This design comes from an exercise in tuning for small area on the open sky130 flow, not from production work. In this exercise RTL edits were held to simulation tests only and were not proved equivalent to the original. Power and IR drop assume default switching activity.

$ cat design/flow/design.v
`timescale 1ns / 1ps
module fifo_top(
input clk, rst, en, clr, push_in, pop_in,
input [7:0] din,
output [7:0] dout,
output empty, full,
output ge4, ge8, ge14
);
reg [7:0] mem [0:15];
reg [3:0] idx;
reg       e;
assign empty = e;
assign full  = ~e & (~en | (idx == 4'd15));  
wire push = push_in & ~full;
wire pop  = pop_in  & ~e;
assign dout = mem[idx];
always @(posedge clk, posedge rst)
begin
if (rst)
  begin
  idx <= 4'd15;
  e   <= 1'b1;
  end
else if (clr)
  begin
  idx <= 4'd15;
  e   <= 1'b1;
  end
else if (push & ~pop)
  begin
  idx <= idx + 4'd1;
  e   <= 1'b0;
  end
else if (pop & ~push)
  begin
  idx <= idx - 4'd1;
  e   <= (idx == 4'd0);
  end
end
integer i;
always @(posedge clk)
begin
if (push)
  begin
  mem[0] <= din;
  for (i = 1; i < 16; i = i + 1)
    mem[i] <= mem[i-1];
  end
end
assign ge4  = ~e & (idx >= 4'd3);
assign ge8  = ~e & (idx >= 4'd7);
assign ge14 = ~e & (idx >= 4'd13);
endmodule
module all_mod(
input clk, rst, wr, rd,
input rx,
input [2:0] addr,
input [7:0] din,
output tx,
output [7:0] dout
    );
reg [7:0] lcr;
wire dlab = lcr[7];
wire [1:0] wls = lcr[1:0];
wire stb = lcr[2];
wire pen = lcr[3];
wire eps = lcr[4];
wire sticky_parity = lcr[5];
wire set_break = lcr[6];
wire a0 = (addr == 3'd0);
wire a1 = (addr == 3'd1);
reg [7:0] dlsb, dmsb;
wire [15:0] dl = {dmsb, dlsb};
always @(posedge clk, posedge rst)
  if (rst) dlsb <= 8'h00;
  else if (wr & a0 & dlab) dlsb <= din;
always @(posedge clk, posedge rst)
  if (rst) dmsb <= 8'h00;
  else if (wr & a1 & dlab) dmsb <= din;
reg update_baud;
reg [15:0] baud_cnt;
reg baud_pulse;
always @(posedge clk, posedge rst)
  if (rst) update_baud <= 1'b0;
  else     update_baud <= wr & dlab & (a0 | a1);
always @(posedge clk, posedge rst)
  if (rst) baud_cnt <= 16'h0;
  else if (update_baud || baud_cnt == 16'h0000) baud_cnt <= dl;
  else baud_cnt <= baud_cnt - 16'd1;
always @(posedge clk, posedge rst)
  if (rst) baud_pulse <= 1'b0;
  else     baud_pulse <= |dl & ~|baud_cnt;
reg [3:0] ier;
always @(posedge clk, posedge rst)
  if (rst) ier <= 4'h0;
  else if (wr & a1 & ~dlab) ier <= din[3:0];
reg [1:0] rx_trigger;
reg       fcr_ena, fcr_tx_rst, fcr_rx_rst;
wire      wr_fcr = wr & (addr == 3'd2);
always @(posedge clk, posedge rst)
  if (rst)
    begin
    rx_trigger <= 2'b00;
    fcr_ena    <= 1'b0;
    end
  else if (wr_fcr)
    begin
    rx_trigger <= din[7:6];
    fcr_ena    <= din[0];
    end
always @(posedge clk, posedge rst)
  if (rst)
    begin
    fcr_tx_rst <= 1'b0;
    fcr_rx_rst <= 1'b0;
    end
  else
    begin
    fcr_tx_rst <= wr_fcr & din[2];
    fcr_rx_rst <= wr_fcr & din[1];
    end
always @(posedge clk, posedge rst)
  if (rst) lcr <= 8'h00;
  else if (wr & (addr == 3'd3)) lcr <= din;
reg [4:0] mcr;
always @(posedge clk, posedge rst)
  if (rst) mcr <= 5'h00;
  else if (wr & (addr == 3'd4)) mcr <= din[4:0];
wire loop = mcr[4];
reg [7:0] scr;
always @(posedge clk, posedge rst)
  if (rst) scr <= 8'h00;
  else if (wr & (addr == 3'd7)) scr <= din;
wire tx_fifo_push = wr & a0 & ~dlab;
wire rx_fifo_pop  = rd & a0 & ~dlab;
reg  tx_pop;
wire [7:0] tx_fifo_out, rx_fifo_out;
wire tx_fifo_empty, rx_fifo_empty, rx_fifo_full;
wire rx_ge4, rx_ge8, rx_ge14;
reg  rx_push;
reg  [7:0] rsr;
fifo_top tx_fifo_inst (
    .clk (clk), .rst (rst), .en (fcr_ena), .clr (fcr_tx_rst),
    .push_in (tx_fifo_push), .pop_in (tx_pop), .din (din),
    .dout (tx_fifo_out), .empty (tx_fifo_empty), .full (),
    .ge4 (), .ge8 (), .ge14 ()
);
fifo_top rx_fifo_inst (
    .clk (clk), .rst (rst), .en (fcr_ena), .clr (fcr_rx_rst),
    .push_in (rx_push), .pop_in (rx_fifo_pop), .din (rsr),
    .dout (rx_fifo_out), .empty (rx_fifo_empty), .full (rx_fifo_full),
    .ge4 (rx_ge4), .ge8 (rx_ge8), .ge14 (rx_ge14)
);
wire rx_oe = rx_push & rx_fifo_full;
reg rx_thre;
always @*
  if (~fcr_ena) rx_thre = ~rx_fifo_empty;
  else
    case (rx_trigger)
    2'b00:   rx_thre = ~rx_fifo_empty;
    2'b01:   rx_thre = rx_ge4;
    2'b10:   rx_thre = rx_ge8;
    default: rx_thre = rx_ge14;
    endcase
localparam [1:0] T_IDLE = 2'd0, T_START = 2'd1, T_SEND = 2'd2, T_PARITY = 2'd3;
reg [1:0] tstate;
reg [4:0] tcount;
reg [2:0] tbitcnt;
reg [7:0] tsr;
reg       parity_out;
reg       tx_q;
wire thre = tx_fifo_empty;
wire tcz  = (tcount == 5'd0);
wire [4:0] stop_count = ~stb ? 5'd15 : (wls == 2'b00) ? 5'd23 : 5'd31;
wire sreg_empty = ~(tstate == T_START) & ~(tstate == T_SEND);
wire tpar = ^tsr[4:0] ^ (tsr[5] & |tbitcnt[1:0]) ^ (tsr[6] & tbitcnt[1])
            ^ (tsr[7] & &tbitcnt[1:0]);
reg tx_data;
always @*
  case (tstate)
  T_IDLE:   tx_data = 1'b1;
  T_START:  tx_data = 1'b0;
  T_SEND:   tx_data = tsr[0];
  default:  tx_data = parity_out;
  endcase
wire tload = baud_pulse & (tstate == T_IDLE) & ~thre & tcz;
always @(posedge clk, posedge rst)
  if (rst) tx_pop <= 1'b0;
  else     tx_pop <= tload;
always @(posedge clk)
  if (tload) tsr <= tx_fifo_out;
  else if (baud_pulse & (tstate == T_SEND) & tcz & (tbitcnt != 3'd0)) tsr <= tsr >> 1;
always @(posedge clk)
  if (baud_pulse & (tstate == T_START))
    parity_out <= sticky_parity ? ~eps : (tpar ^ ~eps);
always @(posedge clk, posedge rst)
  if (rst)
    begin
    tstate  <= T_IDLE;
    tcount  <= 5'd15;
    tbitcnt <= 3'd0;
    end
  else if (baud_pulse)
    case (tstate)
    T_IDLE:
      if (~thre)
        begin
        if (~tcz) tcount <= tcount - 5'd1;
        else
          begin
          tcount  <= 5'd15;
          tstate  <= T_START;
          tbitcnt <= {1'b1, wls};
          end
        end
    T_START:
      if (~tcz) tcount <= tcount - 5'd1;
      else
        begin
        tcount <= 5'd15;
        tstate <= T_SEND;
        end
    T_SEND:
      if (~tcz) tcount <= tcount - 5'd1;
      else if (tbitcnt != 3'd0)
        begin
        tcount  <= 5'd15;
        tbitcnt <= tbitcnt - 3'd1;
        end
      else if (pen)
        begin
        tcount <= 5'd15;
        tstate <= T_PARITY;
        end
      else
        begin
        tcount <= stop_count;
        tstate <= T_IDLE;
        end
    default:
      if (~tcz) tcount <= tcount - 5'd1;
      else
        begin
        tcount <= stop_count;
        tstate <= T_IDLE;
        end
    endcase
always @(posedge clk, posedge rst)
  if (rst) tx_q <= 1'b1;
  else     tx_q <= tx_data & ~set_break;
assign tx = loop | tx_q;
wire rx_in = loop ? tx_q : rx;
localparam [2:0] R_IDLE = 3'd0, R_START = 3'd1, R_READ = 3'd2, R_PARITY = 3'd3, R_STOP = 3'd4;
reg [2:0] rstate;
reg [3:0] rcount;
reg [2:0] rbitcnt;
reg       rx_reg;
reg       par_bit, pe, fe, bi;
always @(posedge clk, posedge rst)
  if (rst) rx_reg <= 1'b1;
  else     rx_reg <= rx_in;
wire r7 = (rcount == 4'd7);
wire r0 = (rcount == 4'd0);
always @(posedge clk)
  if (baud_pulse)
    rcount <= (rstate == R_IDLE) ? 4'd15 : rcount - 4'd1;
always @(posedge clk, posedge rst)
  if (rst) rstate <= R_IDLE;
  else if (baud_pulse)
    case (rstate)
    R_IDLE:   if (~rx_reg) rstate <= R_START;
    R_START:  if (r7 & rx_in) rstate <= R_IDLE;
              else if (r0) rstate <= R_READ;
    R_READ:   if (r0 & (rbitcnt == 3'd0)) rstate <= pen ? R_PARITY : R_STOP;
    R_PARITY: if (r0) rstate <= R_STOP;
    default:  if (r0) rstate <= R_IDLE;
    endcase
always @(posedge clk)
  if (baud_pulse & r0)
    begin
    if (rstate == R_START) rbitcnt <= {1'b1, wls};
    else if (rstate == R_READ) rbitcnt <= rbitcnt - 3'd1;
    end
always @(posedge clk, posedge rst)
  if (rst) rsr <= 8'h00;
  else if (baud_pulse & (rstate == R_READ) & r7)
    case (wls)
    2'b00: rsr <= {3'b000, rx_in, rsr[4:1]};
    2'b01: rsr <= {2'b00 , rx_in, rsr[5:1]};
    2'b10: rsr <= {1'b0  , rx_in, rsr[6:1]};
    2'b11: rsr <= {        rx_in, rsr[7:1]};
    endcase
always @(posedge clk)
  if (baud_pulse & (rstate == R_READ) & r0 & (rbitcnt == 3'd0))
    begin
    pe      <= 1'b0;
    par_bit <= 1'b0;
    end
  else if (baud_pulse & (rstate == R_PARITY) & r7)
    begin
    par_bit <= rx_in;
    pe      <= sticky_parity ? (rx_in ^ ~eps) : ~(^{rx_in, rsr, eps});
    end
wire stop_sample = baud_pulse & (rstate == R_STOP) & r7;
always @(posedge clk, posedge rst)
  if (rst) rx_push <= 1'b0;
  else     rx_push <= stop_sample;
always @(posedge clk)
  begin
  fe <= ~rx_in;
  bi <= ~rx_in & ~|rsr & ~par_bit;
  end
wire read_lsr = rd & (addr == 3'd5);
reg oe_s, pe_s, fe_s, bi_s;
always @(posedge clk, posedge rst)
  if (rst)
    begin
    oe_s <= 1'b0;
    pe_s <= 1'b0;
    fe_s <= 1'b0;
    bi_s <= 1'b0;
    end
  else
    begin
    oe_s <= (oe_s & ~read_lsr) | rx_oe;
    pe_s <= (pe_s & ~read_lsr) | (rx_push & pe);
    fe_s <= (fe_s & ~read_lsr) | (rx_push & fe);
    bi_s <= (bi_s & ~read_lsr) | (rx_push & bi);
    end
wire temt = thre & sreg_empty;
wire [7:0] lsr = {1'b0, temt, thre, bi_s, fe_s, pe_s, oe_s, ~rx_fifo_empty};
reg [3:0] iir_id;
always @*
  if (ier[2] & (oe_s | pe_s | fe_s | bi_s)) iir_id = 4'b0110;
  else if (ier[0] & rx_thre)                iir_id = 4'b0100;
  else if (ier[1] & thre)                   iir_id = 4'b0010;
  else                                      iir_id = 4'b0001;
reg [7:0] dout_r;
always @(posedge clk, posedge rst)
  if (rst) dout_r <= 8'h00;
  else if (rd)
    case (addr)
    3'd0: dout_r <= dlab ? dlsb : (rx_fifo_empty ? 8'h00 : rx_fifo_out);
    3'd1: dout_r <= dlab ? dmsb : {4'h0, ier};
    3'd2: dout_r <= {fcr_ena, fcr_ena, 2'b00, iir_id};
    3'd3: dout_r <= lcr;
    3'd4: dout_r <= {3'b000, mcr};
    3'd5: dout_r <= lsr;
    3'd6: dout_r <= 8'h00;
    default: dout_r <= scr;
    endcase
assign dout = dout_r;
endmodule
$ cat design/flow/run.sh
#!/bin/bash
# synth_recipe.tcl (not shown) runs the flow's synth.tcl, then flattens the netlist and writes it again
# the make line also repeats each setting of config.mk as NAME=value (left out here)
make -C /OpenROAD-flow-scripts/flow DESIGN_CONFIG=/design/flow/config.mk WORK_HOME=/design/flow/orfs CLKGATE_MAP_FILE= SYNTH_SCRIPT=/design/flow/synth_recipe.tcl finish
$ cat design/flow/constraint.sdc
create_clock -name core_clock -period 10.0 [get_ports {clk}]
set_input_delay 2.0000 -clock core_clock [delete_from_list [all_inputs] [get_ports {clk}]]
set_output_delay 2.0000 -clock core_clock [all_outputs]
set_load 0.01 [all_outputs]
$ cat design/flow/config.mk
export PLATFORM = sky130hd
export DESIGN_NAME = all_mod
export DESIGN_NICKNAME = all_mod
export VERILOG_FILES = /design/flow/design.v
export SDC_FILE = /design/flow/constraint.sdc
export NUM_CORES = 4
export LEC_CHECK = 0
export CAP_MARGIN = 20
export CORE_MARGIN = 2
export CORE_UTILIZATION = 40
export PLACE_DENSITY = 0.6
export SLEW_MARGIN = 20
==> results of run 1 <==
worst paths after layout:
check / cells after the start / from / end / slack, ps
min in group asynchronous: 2 / rst / tcount[4] / 1920
worst min register to register: 0 / tx_fifo_inst.mem[9][4] / tx_fifo_inst.mem[10][4] / 440
worst max-delay path: 8 / addr[1] / tx_fifo_inst.idx[2] / 4820
worst min-delay path: 0 / tx_fifo_inst.mem[9][4] / tx_fifo_inst.mem[10][4] / 440
max in group asynchronous: 3 / rst / rsr[0] / 6830
worst max register to register: 5 / tx_fifo_inst.idx[2] / tsr[0] / 6830
power groups by stage:
stage	sequential [mW]	combinational, mW	clock, mW
after floorplan	1.95	0.728	0
after global placement	2.03	0.966	0
after detailed placement	2.03	0.973	0
after CTS	2.00	0.976	1.56
after global routing	2.02	1.08	1.62
final	2.00	0.979	1.52
area by class of cell:
type / count / area (µm²) / area share (%)
Sequential cell: 387 / 11000 / 58.7
Multi-Input combinational cell: 782 / 5260 / 27.9
Clock buffer: 57 / 1150 / 6.09
Tap cell: 532 / 666 / 3.54
Timing Repair Buffer: 40 / 364 / 1.93
Clock inverter: 17 / 195 / 1.04
Inverter: 39 / 149 / 0.791
Antenna cell: 2 / 5.00 / 0.0266
layer usage:
metal,vias to the layer above,GRT usage [%],share of wire (%)
met3,58,2.67,5.8
met5,-,0,0
met1,5388,26.8,48
li1,4892,-,-
met4,0,4.52,1.9
met2,304,26.4,45
cells in the final DEF (no fill, tap or decap), drive strengths merged, types with 17 or more instances in the layout:
master	n
nand3	46
nor2	70
nor3	23
a21oi	68
xnor2	32
inv	41
edfxtp	272
ha	27
dfrtp	95
mux2	57
clkdlybuf4s50	24
nand2	101
clkbuf	57
o21ai	62
a22oi	30
o22ai	17
nand2b	19
kinds of logic (layout without fill, tap and decap cells):
| family | count (synthesis) | in the layout | synth area share [%] |
|---|---|---|---|
| other | 0 | 2 | 0 |
| multiplexers | 70 | 70 | 4.72 |
| flip-flops | 387 | 387 | 66.1 |
| AND/OR/NAND/NOR | 331 | 331 | 9.60 |
| buffers and inverters | 111 | 153 | 2.61 |
| adder cells (fa/ha/maj) | 28 | 28 | 2.08 |
| XOR/XNOR | 38 | 38 | 1.99 |
| AO/OA/AOI/OAI | 315 | 315 | 12.9 |
metrics by stage:
| step | util [%] | total power, mW | setup WS, ps |
|---|---|---|---|
| after floorplan | - | 2.68 | 3530 |
| after global placement | 42.6 | 3.00 | 4130 |
| after detailed placement | 42.6 | 3.00 | 3960 |
| after CTS | 45.9 | 4.53 | 4570 |
| after global routing | 45.9 | 4.72 | 4540 |
| final | 45.9 | 4.50 | 4820 |
critical path, delay by kind of cell:
kind | cells | cell delay [ps]
multiplexers | 1 | 300
AND/OR/NAND/NOR | 3 | 1010
AO/OA/AOI/OAI | 1 | 570
buffers and inverters | 2 | 1580
XOR/XNOR | 1 | 140
==> results.ini, run 1 <==
[synthesis]
syn_inst=1280
synthesis.area_mm2=0.0167
yosysSeqAreaShare_pct=66.1
ys.flop_type=edfxtp_1
synthMostInstantiatedCell=edfxtp_1
synth_top_area_share_pct=48.9
yosysTopAreaCell=edfxtp_1
avgSynthCellArea_um2=13.1
synth-edff-count=272
ys_warn_count=3
async_reset_ff_share_pct=28.7
yosysUniqueCellTypes=77
syn-num-nets=1323
synth_commonest_cells=272 x edfxtp_1, 101 x nand2_1, 95 x dfrtp_1
ys_ff_latch=387
ys_top_cells_by_area=edfxtp_1 49%, dfrtp_1 14%, mux2_2 2.8%, dfstp_2 2.5%, nand2_1 2.3%

[place]
hpwl_um=23900
io_buffers=24
dp_cells=1780
globalplace.congestion=0.883
placed_cell_area_mm2=0.0175

[critical_path]
cp.required_ps=10460
cp_max_fo=89
crit_path_top_delay_cell=clkdlybuf4s50_1
crit_path_end_kind=register
worstSetupPathType=primary input to register
cp.arrival_ps=5640
max_stage_delay_ps=910
crit_chain=clkdlybuf4s50_1, or3_1, nor2_1, o21a_4, buf_6, mux2i_1, xnor2_1, nand2b_1
start_kind=primary input

[final_layout]
nets=1333
synthToLayoutAreaGrowth_pct=12.6
fin_area_mm2=0.0188
fillCellCount=3618
largestRegisters=rx_fifo_inst.mem: 128 flops, tx_fifo_inst.mem: 128 flops, baud_cnt: 16 flops
stdcell_count=1856
drive_gt1_share_pct=11.7

[detailed_routing]
vias=10600
wl_per_cell_um=20.5
avgViaCountPerCell=5.73
postRouteAntennaNets=0
drc=0
drt_pre_antenna_iters=7
drt_iter0_drc=1085
wirelength_um=38100

[clock_network]
clock-sinks=387
clk_path_buf_depth=3
post_cts_resized=0
root_buffer=clkbuf_16
cts.hold.buffers_added=0
cts_made_buffers=40
tritoncts=done
htreeDepth=2
post_cts.repair.setup_buffers=0
insertion_delay_ps=540
clk_pin_slew_worst_paths_ps=60

[global_route]
track_usage_pct=17.6
grt_pass1_wl_um=60800
antenna_found_initial=1
grt_max_degree=90
grt_pass1_vias=10300
grt_overflow_total=0

[pwr]
p_clk_share_pct=33.8
p_seq_share_pct=44.4
peakVddDrop_uv=153
power_leakage_nw=6.63
pwr-share-comb_pct=21.7
p_sw_share_pct=30.5
p_sw_mw=1.38
p_int_mw=3.13
power_density_mw_per_mm2=239

[status]
outcome=timing/DRC/antenna clean

[floorplanning]
initial_utilization_pct=40.8
die_area_mm2=0.0434
die_y_um=208
ios=25
fp.dieW_um=208
core_area_mm2=0.0410
fp-row-count=74

[timing]
hold_viol=0
finClkSkew_ps=18.4
max_slew_margin_pct=31.2
fmax_ghz=0.193
setup_tns_ps=0
period_needed_ps=5180
hold_slack_ps=441
setup_violations=0
drv_slew=0
worst_pin_slew_ps=1030
post-route-period-util_pct=51.8
rsz0062_at_grt=no

[run]
cap_violations=0

[min_path]
holdCritPathClass=register to register

==> run 2: changes to the inputs <==
--- a/design/flow/config.mk
+++ b/design/flow/config.mk
@@ -8,5 +8,6 @@
 export CAP_MARGIN = 20
 export CORE_MARGIN = 2
 export CORE_UTILIZATION = 40
+export CTS_BUF_LIST = sky130_fd_sc_hd__clkbuf_4
 export PLACE_DENSITY = 0.6
 export SLEW_MARGIN = 20
==> results.ini, run 2 <==
[pwr]
p_sw_mw=1.39
p_clk_share_pct=30.7
p_seq_share_pct=46.6
p_sw_share_pct=32.5
power_leakage_nw=6.72
power_density_mw_per_mm2=229
p_int_mw=2.90
pwr-share-comb_pct=22.7
peakVddDrop_uv=127

[clock_network]
post_cts.repair.setup_buffers=0
insertion_delay_ps=800
clk_pin_slew_worst_paths_ps=70
clock-sinks=387
htreeDepth=3
post_cts_resized=0
root_buffer=clkbuf_4
clk_path_buf_depth=3
cts.hold.buffers_added=0
cts_made_buffers=99
tritoncts=done

[timing]
finClkSkew_ps=55.2
setup_tns_ps=0
rsz0062_at_grt=no
drv_slew=0
fmax_ghz=0.196
max_slew_margin_pct=31.3
post-route-period-util_pct=50.9
period_needed_ps=5090
worst_pin_slew_ps=1030
hold_viol=0
setup_violations=0

[status]
outcome=timing/DRC/antenna clean

[detailed_routing]
drt_pre_antenna_iters=7
wl_per_cell_um=19.8
postRouteAntennaNets=0
drt_iter0_drc=1042
vias=11000
drc=0
wirelength_um=38800
avgViaCountPerCell=5.64

[critical_path]
start_kind=primary input
worstSetupPathType=primary input to register
crit_path_end_kind=register
cp.arrival_ps=5810
crit_chain=clkdlybuf4s50_1, or3_1, nor2_1, o21a_4, buf_4, buf_12, mux2i_1, xnor2_1, nand2b_1
cp_max_fo=48
cp.required_ps=10710
worstRegToRegCells=8
max_stage_delay_ps=900
crit_path_top_delay_cell=clkdlybuf4s50_1

[place]
hpwl_um=23900
io_buffers=24
globalplace.congestion=0.883
dp_cells=1780

[synthesis]
syn-num-nets=1323
ys_top_cells_by_area=edfxtp_1 49%, dfrtp_1 14%, mux2_2 2.8%, dfstp_2 2.5%, nand2_1 2.3%
synthesis.area_mm2=0.0167
ys_warn_count=3
ys.flop_type=edfxtp_1
syn_inst=1280
yosysSeqAreaShare_pct=66.1
avgSynthCellArea_um2=13.1
synthMostInstantiatedCell=edfxtp_1
async_reset_ff_share_pct=28.7
yosysTopAreaCell=edfxtp_1
ys_ff_latch=387
synth-edff-count=272
synth_commonest_cells=272 x edfxtp_1, 101 x nand2_1, 95 x dfrtp_1
yosysUniqueCellTypes=77
synth_top_area_share_pct=48.9

[final_layout]
fillCellCount=3700
stdcell_count=1957
layout_commonest_cell=edfxtp_1
nets=1393
largestRegisters=rx_fifo_inst.mem: 128 flops, tx_fifo_inst.mem: 128 flops, baud_cnt: 16 flops
synthToLayoutAreaGrowth_pct=12.0
drive_gt1_share_pct=17.7
layout_common_cells=272 x edfxtp_1, 149 x clkbuf_4, 101 x nand2_1
final_util_pct=45.6

[floorplanning]
die_area_mm2=0.0434
die_y_um=208
fp.dieW_um=208
fp-row-count=74
initial_utilization_pct=40.8
core_area_mm2=0.0410
ios=25

[min_path]
whs_path_depth=0
holdCritPathClass=register to register

[global_route]
grt_max_degree=90
grt_overflow_total=0
antenna_found_initial=2
grt_pass1_vias=10900
track_usage_pct=18.1
grt_pass1_wl_um=61900

[run]
cap_violations=0

-- run 2: cell types whose count changed in the layout (fill, tap and decap cells not counted), sizes merged --
cell,previous run,this run
clkbuf,57,149
inv,41,43
buf,16,17
clkinv,10,20
bufinv,4,0
-- run 2: final cells by class --
| type | instances | area [µm²] | area share (%) |
|---|---|---|---|
| Antenna cell | 2 | 5.00 | 0.0267 |
| Clock buffer | 149 | 1120 | 5.97 |
| Clock inverter | 25 | 101 | 0.541 |
| Inverter | 39 | 149 | 0.795 |
| Multi-Input combinational cell | 782 | 5260 | 28.1 |
| Sequential cell | 387 | 11000 | 59.0 |
| Tap cell | 532 | 666 | 3.56 |
| Timing Repair Buffer | 41 | 380 | 2.03 |
-- run 2: final timing paths --
check / startpoint / endpoint / slack, ps
setup / recovery: addr[1] / tx_fifo_inst.idx[2] / 4910
hold / removal: tx_fifo_inst.mem[10][4] / tx_fifo_inst.mem[11][4] / 420
setup reg to reg: lcr[7] / tx_fifo_inst.idx[2] / 6810
hold reg to reg: tx_fifo_inst.mem[10][4] / tx_fifo_inst.mem[11][4] / 420
max in group asynchronous: rst / rsr[4] / 7030
min in group asynchronous: rst / tbitcnt[0] / 1680
-- run 2: cell families (layout without fill, tap and decap cells) --
| logic type | Yosys count | after routing | synth area share (%) |
|---|---|---|---|
| compound gates | 315 | 315 | 12.9 |
| xor+xnor | 38 | 38 | 1.99 |
| fa+ha+maj | 28 | 28 | 2.08 |
| buf+inv | 111 | 254 | 2.61 |
| flops | 387 | 387 | 66.1 |
| mux | 70 | 70 | 4.72 |
| other cells | 0 | 2 | 0 |
| simple gates | 331 | 331 | 9.60 |
-- run 2: worst max-delay path, delay by kind of cell --
family          cells  cell delay [ps]
xor+xnor            1              140
compound gates      1              570
buf+inv             3             1810
mux                 1              260
simple gates        3             1000
-- run 2: routing by layer --
| layer | track usage, % | part of all wire [%] | vias up |
|---|---|---|---|
| met5 | 0 | 0 | - |
| met4 | 6.65 | 2.1 | 0 |
| met3 | 3.46 | 6.3 | 59 |
| met2 | 26.6 | 44 | 363 |
| met1 | 26.7 | 47 | 5513 |
| li1 | - | - | 5100 |
-- run 2: power by group through the flow --
stage	clock network [mW]	logic (mW)	registers, mW
global placement	0	0.966	2.03
CTS	1.36	0.975	2.00
detailed placement	0	0.973	2.03
finish	1.32	0.975	2.00
global route	1.44	1.08	2.02
floorplan	0	0.728	1.95
-- run 2: metrics by stage --
step / power (mW) / setup slack (ps) / area [µm²] / hold WS [ps]
global route: 4.54 / 4660 / 18700 / 435
CTS: 4.34 / 4880 / 18700 / 422
detailed placement: 3.00 / 3960 / 17500 / 428
floorplan: 2.68 / 3530 / 16700 / 380
finish: 4.29 / 4910 / 18700 / 421
global placement: 3.00 / 4130 / 17500 / 421

[what the ideal ports hide]
The flow's constraints put no driver on any port. The routed layouts listed below were extracted and timed again, unchanged, in two steps. Step 1 assumes that a clkbuf_16 drives the clock port and a buf_2 every other input. Step 2 also shifts input and output timing later by t, the mid clock arrival at the registers, as if the neighbouring blocks saw the same clock. Slacks: ideal / step 1 / step 2; pairs: ideal / step 1.
| run | t, ns | setup slack, ns | worst setup path after step 2 | slew at the worst register clock pin (ns) | cell pins on the clock port's net |
|---|---|---|---|---|---|
| run 1 | 0.589 | 4.825 / 4.849 / 4.260 | input to register | 0.07 / 0.07 | 1 |
| run 2 | 0.816 | 4.905 / 4.925 / 4.110 | input to register | 0.08 / 0.08 | 1 |
After both steps every run listed still meets setup and hold. For run 2, which loses most, drivers alone change the setup slack by +0.020 ns; drivers and shift together by -0.795 ns.
